This design comes from an exercise in tuning for small area, a short achievable clock period and few clock cycles on the open sky130 flow, not from production work.
Where RTL was checked, it was by simulation tests only, not by an equivalence proof against the original.
Power figures rest on the tool's default switching activity, not on a simulated workload.

## lane 1
==> flow/design.v <==
`timescale 1ns / 1ps
module SimpleCPU(clk, rst, data_fromRAM, wrEn, addr_toRAM, data_toRAM);
input clk, rst;
input wire [31:0] data_fromRAM;
output wire wrEn;
output wire [9:0] addr_toRAM;
output wire [31:0] data_toRAM;
localparam ADD = 3'd0, NAND = 3'd1, SRL = 3'd2, LT = 3'd3,
           CP  = 3'd4, CPI  = 3'd5, BZJ = 3'd6, MUL = 3'd7;
localparam S_FW  = 3'd0,   
           S_DEC = 3'd1,   
           S_G1  = 3'd2,
           S_G2  = 3'd3,
           S_G3  = 3'd4,
           S_EX  = 3'd5,   
           S_M   = 3'd6,   
           S_BT  = 3'd7;   
reg [2:0]  state;
reg [9:0]  pc;
reg [9:0]  addr;
reg        wr;
reg [2:0]  op;
reg        im;
reg [9:0]  fa;
reg [31:0] r1, r2;
reg [4:0]  cnt;
reg        first, sleft, sodd, sbig;
wire       ltf = sodd;    
wire [31:0] d = data_fromRAM;
assign wrEn       = wr & ~rst;
assign addr_toRAM = addr;
assign data_toRAM = r2;
wire [9:0] pc1 = pc + 10'd1;
reg  [1:0]  xsel;    
reg         xand;    
reg         xneg;
reg  [2:0]  ysel;    
reg         cin;
reg  [31:0] ay;
wire [31:0] m1 = ({32{xsel == 2'd1}} & ({32{~xand}} | r2))
               | ({32{xsel == 2'd3}} & {18'd0, 14'h3fff});
wire [31:0] m2 = {32{xsel == 2'd2}};
wire [31:0] ax = ((d & m1) | ({d[30:0], 1'b0} & m2)) ^ {32{xneg}};
always @(*) begin
	case (ysel)
	3'd1: ay = r2;
	3'd2: ay = {r2[29:0], 2'b00};
	3'd3: ay = {1'b0, r2[31:1]};
	3'd4: ay = {2'b00, r2[31:2]};
	default: ay = 32'd0;
	endcase
end
wire [33:0] asum0 = {1'b0, ax, 1'b1} + {1'b0, ay, cin};
wire [32:0] asum = asum0[33:1];
wire       mwin = sleft;
wire [2:0] bd = mwin ? {r1[17:16] & {2{~first}}, r1[15]} : r1[31:29];
wire booth_zero = (bd == 3'b000) || (bd == 3'b111);
wire booth_two  = (bd == 3'b011) || (bd == 3'b100);
wire booth_neg  = bd[2] && !booth_zero;
function [4:0] srl_cnt(input [5:0] n);
	srl_cnt = {1'b0, n[4:1]} + {4'd0, n[0] & ~n[5]};
endfunction
reg [2:0]  state_n;
reg        wr_n;
reg [4:0]  cnt_n;
reg        first_n, sleft_n, sodd_n, sbig_n;
reg        a_A, a_B, a_pc1, a_pc, a_sum;
reg [9:0]  addr_n;
wire dec_big = |d[13:6];
wire g2_big  = |d[31:6];
wire g2_short = ~|d[31:16];
wire dop_is_mul = (d[31:29] == MUL);
wire [4:0] g2_cnt = g2_big ? 5'd0 : srl_cnt(d[5:0]);
wire is_alu = (op == ADD) || (op == NAND) || (op == LT);
always @(*) begin
	state_n   = state;
	wr_n      = 1'b0;
	cnt_n     = cnt - 5'd1;
	first_n   = first;
	sleft_n   = sleft;
	sodd_n    = sodd;
	sbig_n    = sbig;
	a_A       = 1'b0;
	a_B       = 1'b0;
	a_pc1     = 1'b0;
	a_pc      = 1'b0;
	a_sum     = 1'b0;
	xsel      = 2'd0;
	xneg      = 1'b0;
	xand      = 1'b0;
	ysel      = 3'd1;
	cin       = 1'b0;
	case (state)
	S_FW: state_n = S_DEC;
	S_DEC: begin
		xsel      = 2'd3;
		ysel      = 3'd0;
		first_n   = 1'b1;
		sleft_n   = dop_is_mul | d[5];
		sodd_n    = d[0];
		sbig_n    = dec_big;
		cnt_n     = dop_is_mul ? 5'd8 : (dec_big ? 5'd1 : srl_cnt(d[5:0]) + 5'd1);
		if (wr && addr == pc) begin
			a_pc    = 1'b1;
			state_n = S_FW;
		end else if (d[28] && d[31:29] == CP) begin
			a_pc1   = 1'b1;
			state_n = S_EX;
		end else begin
			a_A     = d[28] && d[31:29] != CPI;
			a_B     = !(d[28] && d[31:29] != CPI);
			state_n = S_G1;
		end
	end
	S_G1: begin
		state_n = S_G2;
		if (im && is_alu && op != LT) begin
			a_pc1   = 1'b1;
			state_n = S_EX;
		end else if (im && op == LT) begin
			state_n = S_EX;
		end else if (im && (op == MUL || op == SRL)) begin
			a_pc1   = (cnt == 5'd1);
			state_n = S_M;
		end else if (op == CP) begin
			a_pc1   = 1'b1;
			state_n = S_EX;
		end else if (op == BZJ && !im) begin
			a_pc1   = 1'b1;
		end else if (op == BZJ) begin
			xsel    = 2'd0;
			ysel    = 3'd1;
			a_sum   = 1'b1;
		end
	end
	S_G2: begin
		state_n = S_EX;
		case (op)
		ADD, NAND, LT: begin
			xsel  = 2'd1;
			ysel  = 3'd0;
			a_pc1 = (op != LT);
		end
		MUL: begin
			sleft_n = g2_short;
			cnt_n   = g2_short ? 5'd8 : 5'd15;
			state_n = S_M;
		end
		SRL: begin
			sleft_n = d[5];
			sodd_n  = d[0];
			sbig_n  = g2_big;
			cnt_n   = g2_cnt;
			a_pc1   = (g2_cnt == 5'd0);
			state_n = S_M;
		end
		CPI: if (im) begin
			xsel  = 2'd1;
			ysel  = 3'd0;
			a_pc1 = 1'b1;
		end else begin
			a_B     = 1'b1;
			state_n = S_G3;
		end
		BZJ: if (im) begin
			xsel    = 2'd1;
			a_sum   = 1'b1;
			state_n = (d[9:0] == 10'd0) ? S_DEC : S_FW;
		end else if (d != 32'd0) begin
			state_n = S_DEC;
		end else begin
			state_n = S_BT;
		end
		default: ;
		endcase
	end
	S_G3: begin
		a_pc1   = 1'b1;
		state_n = S_EX;
	end
	S_EX: begin
		wr_n    = 1'b1;
		state_n = S_DEC;
		case (op)
		ADD: xsel = 2'd1;
		LT: begin
			xsel    = 2'd1;
			xneg    = 1'b1;
			sodd_n  = asum[32];
			wr_n    = 1'b0;
			a_pc1   = 1'b1;
			cnt_n   = 5'd0;
			state_n = S_M;
		end
		NAND: begin
			xsel  = 2'd1;
			xand  = 1'b1;
			xneg  = 1'b1;
			ysel  = 3'd0;
		end
		CP: if (!im) begin
			xsel  = 2'd1;
			ysel  = 3'd0;
		end
		CPI: if (im) a_B = 1'b1; else begin
			xsel  = 2'd1;
			ysel  = 3'd0;
		end
		default: ;
		endcase
	end
	S_M: begin
		first_n = 1'b0;
		if (op == LT) begin
			ysel     = 3'd0;
			cin      = ltf;
		end else if (op == MUL) begin
			xsel     = booth_zero ? 2'd0 : (booth_two ? 2'd2 : 2'd1);
			xneg     = booth_neg;
			cin      = booth_neg;
			ysel     = first ? 3'd0 : 3'd2;
		end else if (sbig) begin
			ysel  = 3'd0;
		end else if (first) begin
			xsel  = (sleft && sodd) ? 2'd2 : 2'd1;
			ysel  = 3'd0;
		end else begin
			ysel   = sleft ? 3'd2 : (sodd ? 3'd3 : 3'd4);
			sodd_n = 1'b0;
		end
		a_pc1 = (cnt == 5'd1);
		if (cnt == 5'd0) begin
			wr_n    = 1'b1;
			state_n = S_DEC;
		end
	end
	S_BT: begin
		first_n = 1'b0;
		if (!first) begin
			a_B     = 1'b1;
			state_n = S_FW;
		end
	end
	endcase
	if (rst) begin
		state_n = S_FW;
		wr_n    = 1'b0;
	end
	addr_n = ({10{a_A}}   & d[23:14])
	       | ({10{a_B}}   & d[9:0])
	       | ({10{a_pc1}} & pc1)
	       | ({10{a_pc}}  & pc)
	       | ({10{a_sum}} & asum[9:0])
	       | ({10{!(a_A || a_B || a_pc1 || a_pc || a_sum)}} & fa);
	if (rst) addr_n = 10'd0;
end
always @(posedge clk) begin
	state <= state_n;
	addr  <= addr_n;
	if (rst || a_pc1 || a_sum || (state == S_BT && !first)) pc <= addr_n;
	wr    <= wr_n;
	cnt   <= cnt_n;
	first <= first_n;
	sleft <= sleft_n;
	sodd  <= sodd_n;
	sbig  <= sbig_n;
	if (state == S_DEC) begin
		op <= d[31:29];
		im <= d[28];
		fa <= d[23:14];
	end
	if (state == S_DEC || state == S_G2) r1 <= d;
	else                                 r1 <= {r1[29:0], 2'b00};
	r2    <= asum[31:0];
end
endmodule
export LEC_CHECK = 0
export CAP_MARGIN = 20
export CORE_MARGIN = 2
export CORE_UTILIZATION = 40
export SLEW_MARGIN = 20
create_clock -name core_clock -period 10.0 [get_ports {clk}]
standard.sh (not shown) runs the stock make flow with config.mk's settings and CLKGATE_MAP_FILE= SYNTH_SCRIPT=/design/flow/synth_recipe.tcl, a recipe that flattens the netlist after the stock synthesis.
==> flow/flow/run.sh <==
#!/bin/bash
# Standard ORFS layout, with repair_timing aiming past the clock period the
# SDC states so that the achieved period gets as short as the design allows,
# and plain buffers on the ports.
set -euo pipefail
export SETUP_SLACK_MARGIN=5.5
export CTS_ARGS="-sink_clustering_enable -repair_clock_nets -dont_use_dummy_load"
export BUFFER_PORTS_ARGS="-buffer_cell sky130_fd_sc_hd__buf_2"
bash standard.sh > standard.log 2>&1
Testbench counts of lane 1, summed over its fixed seeds: cycles 204,733.
What lane 2 does differently from lane 1 at the input level:
-- flow/design.v --
<<< lane 1, line 26
reg [4:0]  cnt;
reg        first, sleft, sodd, sbig;
wire       ltf = sodd;    
wire [31:0] d = data_fromRAM;
>>> lane 2, line 26
reg [4:0]  cnt;
reg        first, sleft, sodd, sbig;
reg        rs;            
wire       ltf = sodd;    
wire [31:0] d = data_fromRAM;
<<< lane 1, line 51
	endcase
end
wire [33:0] asum0 = {1'b0, ax, 1'b1} + {1'b0, ay, cin};
wire [32:0] asum = asum0[33:1];
wire       mwin = sleft;
wire [2:0] bd = mwin ? {r1[17:16] & {2{~first}}, r1[15]} : r1[31:29];
>>> lane 2, line 52
	endcase
end
wire [31:0] ag0 = ax & ay;
wire [31:0] ap0 = ax ^ ay;
reg  [31:0] ag, ap;
integer ai, al, aj;
always @(*) begin
	ag = ag0;
	ap = ap0;
	ag[0] = ag0[0] | (ap0[0] & cin);
	for (al = 1; al < 32; al = al * 2)
		for (ai = 0; ai < 32; ai = ai + 1)
			if ((ai / al) % 2 == 1) begin
				aj = (ai / al) * al - 1;
				ag[ai] = ag[ai] | (ap[ai] & ag[aj]);
				ap[ai] = ap[ai] & ap[aj];
			end
end
wire [32:0] asum = {ag[31], ap0 ^ {ag[30:0], cin}};
wire       mwin = sleft;
wire [2:0] bd = mwin ? {r1[17:16] & {2{~first}}, r1[15]} : r1[31:29];
<<< lane 1, line 65
reg [4:0]  cnt_n;
reg        first_n, sleft_n, sodd_n, sbig_n;
reg        a_A, a_B, a_pc1, a_pc, a_sum;
reg [9:0]  addr_n;
wire dec_big = |d[13:6];
>>> lane 2, line 81
reg [4:0]  cnt_n;
reg        first_n, sleft_n, sodd_n, sbig_n;
reg        a_A, a_B, a_pc1, a_pc, a_r2;
reg [9:0]  addr_n;
wire dec_big = |d[13:6];
<<< lane 1, line 85
	a_pc1     = 1'b0;
	a_pc      = 1'b0;
	a_sum     = 1'b0;
	xsel      = 2'd0;
	xneg      = 1'b0;
>>> lane 2, line 101
	a_pc1     = 1'b0;
	a_pc      = 1'b0;
	a_r2      = 1'b0;
	xsel      = 2'd0;
	xneg      = 1'b0;
<<< lane 1, line 129
			a_pc1   = 1'b1;
		end else if (op == BZJ) begin
			xsel    = 2'd0;
			ysel    = 3'd1;
			a_sum   = 1'b1;
		end
	end
>>> lane 2, line 145
			a_pc1   = 1'b1;
		end else if (op == BZJ) begin
			a_r2    = 1'b1;
		end
	end
<<< lane 1, line 151
			sodd_n  = d[0];
			sbig_n  = g2_big;
			cnt_n   = g2_cnt;
			a_pc1   = (g2_cnt == 5'd0);
			state_n = S_M;
		end
		CPI: if (im) begin
>>> lane 2, line 165
			sodd_n  = d[0];
			sbig_n  = g2_big;
			cnt_n   = (g2_cnt == 5'd0) ? 5'd1 : g2_cnt;
			state_n = (g2_cnt == 5'd0) ? S_G3 : S_M;
		end
		CPI: if (im) begin
<<< lane 1, line 165
		BZJ: if (im) begin
			xsel    = 2'd1;
			a_sum   = 1'b1;
			state_n = (d[9:0] == 10'd0) ? S_DEC : S_FW;
		end else if (d != 32'd0) begin
			state_n = S_DEC;
>>> lane 2, line 178
		BZJ: if (im) begin
			xsel    = 2'd1;
			state_n = (d[9:0] == 10'd0) ? S_DEC : S_G3;
		end else if (d != 32'd0) begin
			state_n = S_DEC;
<<< lane 1, line 176
	end
	S_G3: begin
		a_pc1   = 1'b1;
		state_n = S_EX;
	end
	S_EX: begin
>>> lane 2, line 188
	end
	S_G3: begin
		if (op == BZJ) begin
			a_r2    = 1'b1;
			state_n = S_FW;
		end else begin
			a_pc1   = 1'b1;
			state_n = (op == SRL) ? S_M : S_EX;
		end
	end
	S_EX: begin
<<< lane 1, line 243
	end
	endcase
	if (rst) begin
		state_n = S_FW;
		wr_n    = 1'b0;
>>> lane 2, line 260
	end
	endcase
	if (rst) wr_n = 1'b0;
	if (rs) begin
		state_n = S_FW;
		wr_n    = 1'b0;
<<< lane 1, line 251
	       | ({10{a_pc1}} & pc1)
	       | ({10{a_pc}}  & pc)
	       | ({10{a_sum}} & asum[9:0])
	       | ({10{!(a_A || a_B || a_pc1 || a_pc || a_sum)}} & fa);
	if (rst) addr_n = 10'd0;
end
always @(posedge clk) begin
	state <= state_n;
	addr  <= addr_n;
	if (rst || a_pc1 || a_sum || (state == S_BT && !first)) pc <= addr_n;
	wr    <= wr_n;
	cnt   <= cnt_n;
>>> lane 2, line 269
	       | ({10{a_pc1}} & pc1)
	       | ({10{a_pc}}  & pc)
	       | ({10{a_r2}}  & r2[9:0])
	       | ({10{!(a_A || a_B || a_pc1 || a_pc || a_r2)}} & fa);
	if (rs) addr_n = 10'd0;
end
always @(posedge clk) begin
	state <= state_n;
	addr  <= addr_n;
	if (rs || a_pc1 || a_r2 || (state == S_BT && !first)) pc <= addr_n;
	rs    <= rst;
	wr    <= wr_n;
	cnt   <= cnt_n;
Findings:
- [lane 2] power of the sequential group rose 19% relative to lane 1
- From lane 1 to lane 2 the numbers moved as follows: hold slack now larger; netlist area before placement went down 7.3%; total detailed-routing wirelength now sits lower; clock distribution power saw little to no change; non-clock buffer count now sits higher.
- All-layer global routing usage in lane 2 is 1.5 points below lane 1.
- Lane 2: final cycle utilization of the critical path is 1.5 points higher than what lane 1 reported.
- Post-detailed-route count of antenna-violating nets of lane 2 is on par with lane 1.
- The wire length on met2 number comes out higher for lane 1 vs lane 2.
- When lane 2 is set beside lane 1, its power after layout turns out to be about 25% larger.
- Horizontal extent of the die | lane 2 below lane 1
No functional check of the RTL was part of lane 2.

## re-timing with driven ports
In the flow no input, the clock included, has a driving cell. The finished layouts below were timed again as built, in two steps.
Step 1 (the two cells are an assumption about what drives the block):
set clk [get_ports {clk}]
set_driving_cell -lib_cell sky130_fd_sc_hd__clkbuf_16 $clk
set_driving_cell -lib_cell sky130_fd_sc_hd__buf_2 [delete_from_list [all_inputs] $clk]
Step 2 times the ports against the registers' clock, not the clock port: input delays grow and output delays shrink by t, the midpoint of the rising clock arrivals with the driver on.
a / b / c = ideal ports / drivers / drivers and shift; a / b = the first two.
| run | t (ns) | setup WS [ns] | clock arrival spread, ns | worst register clock-pin slew, ns | worst slew at a driven data input, ns |
|---|---|---|---|---|---|
| lane 1 | 0.404 | 5.563 / 5.534 / 5.219 | 0.025 / 0.025 | 0.08 / 0.08 | 0.04 |
| lane 2 | 0.403 | 5.418 / 5.418 / 5.070 | 0.022 / 0.023 | 0.08 / 0.08 | 0.03 |
After both steps setup and hold are still met in every run listed. For lane 2, which loses most, drivers alone change the setup slack by 0.000 ns; drivers and shift together by -0.348 ns.
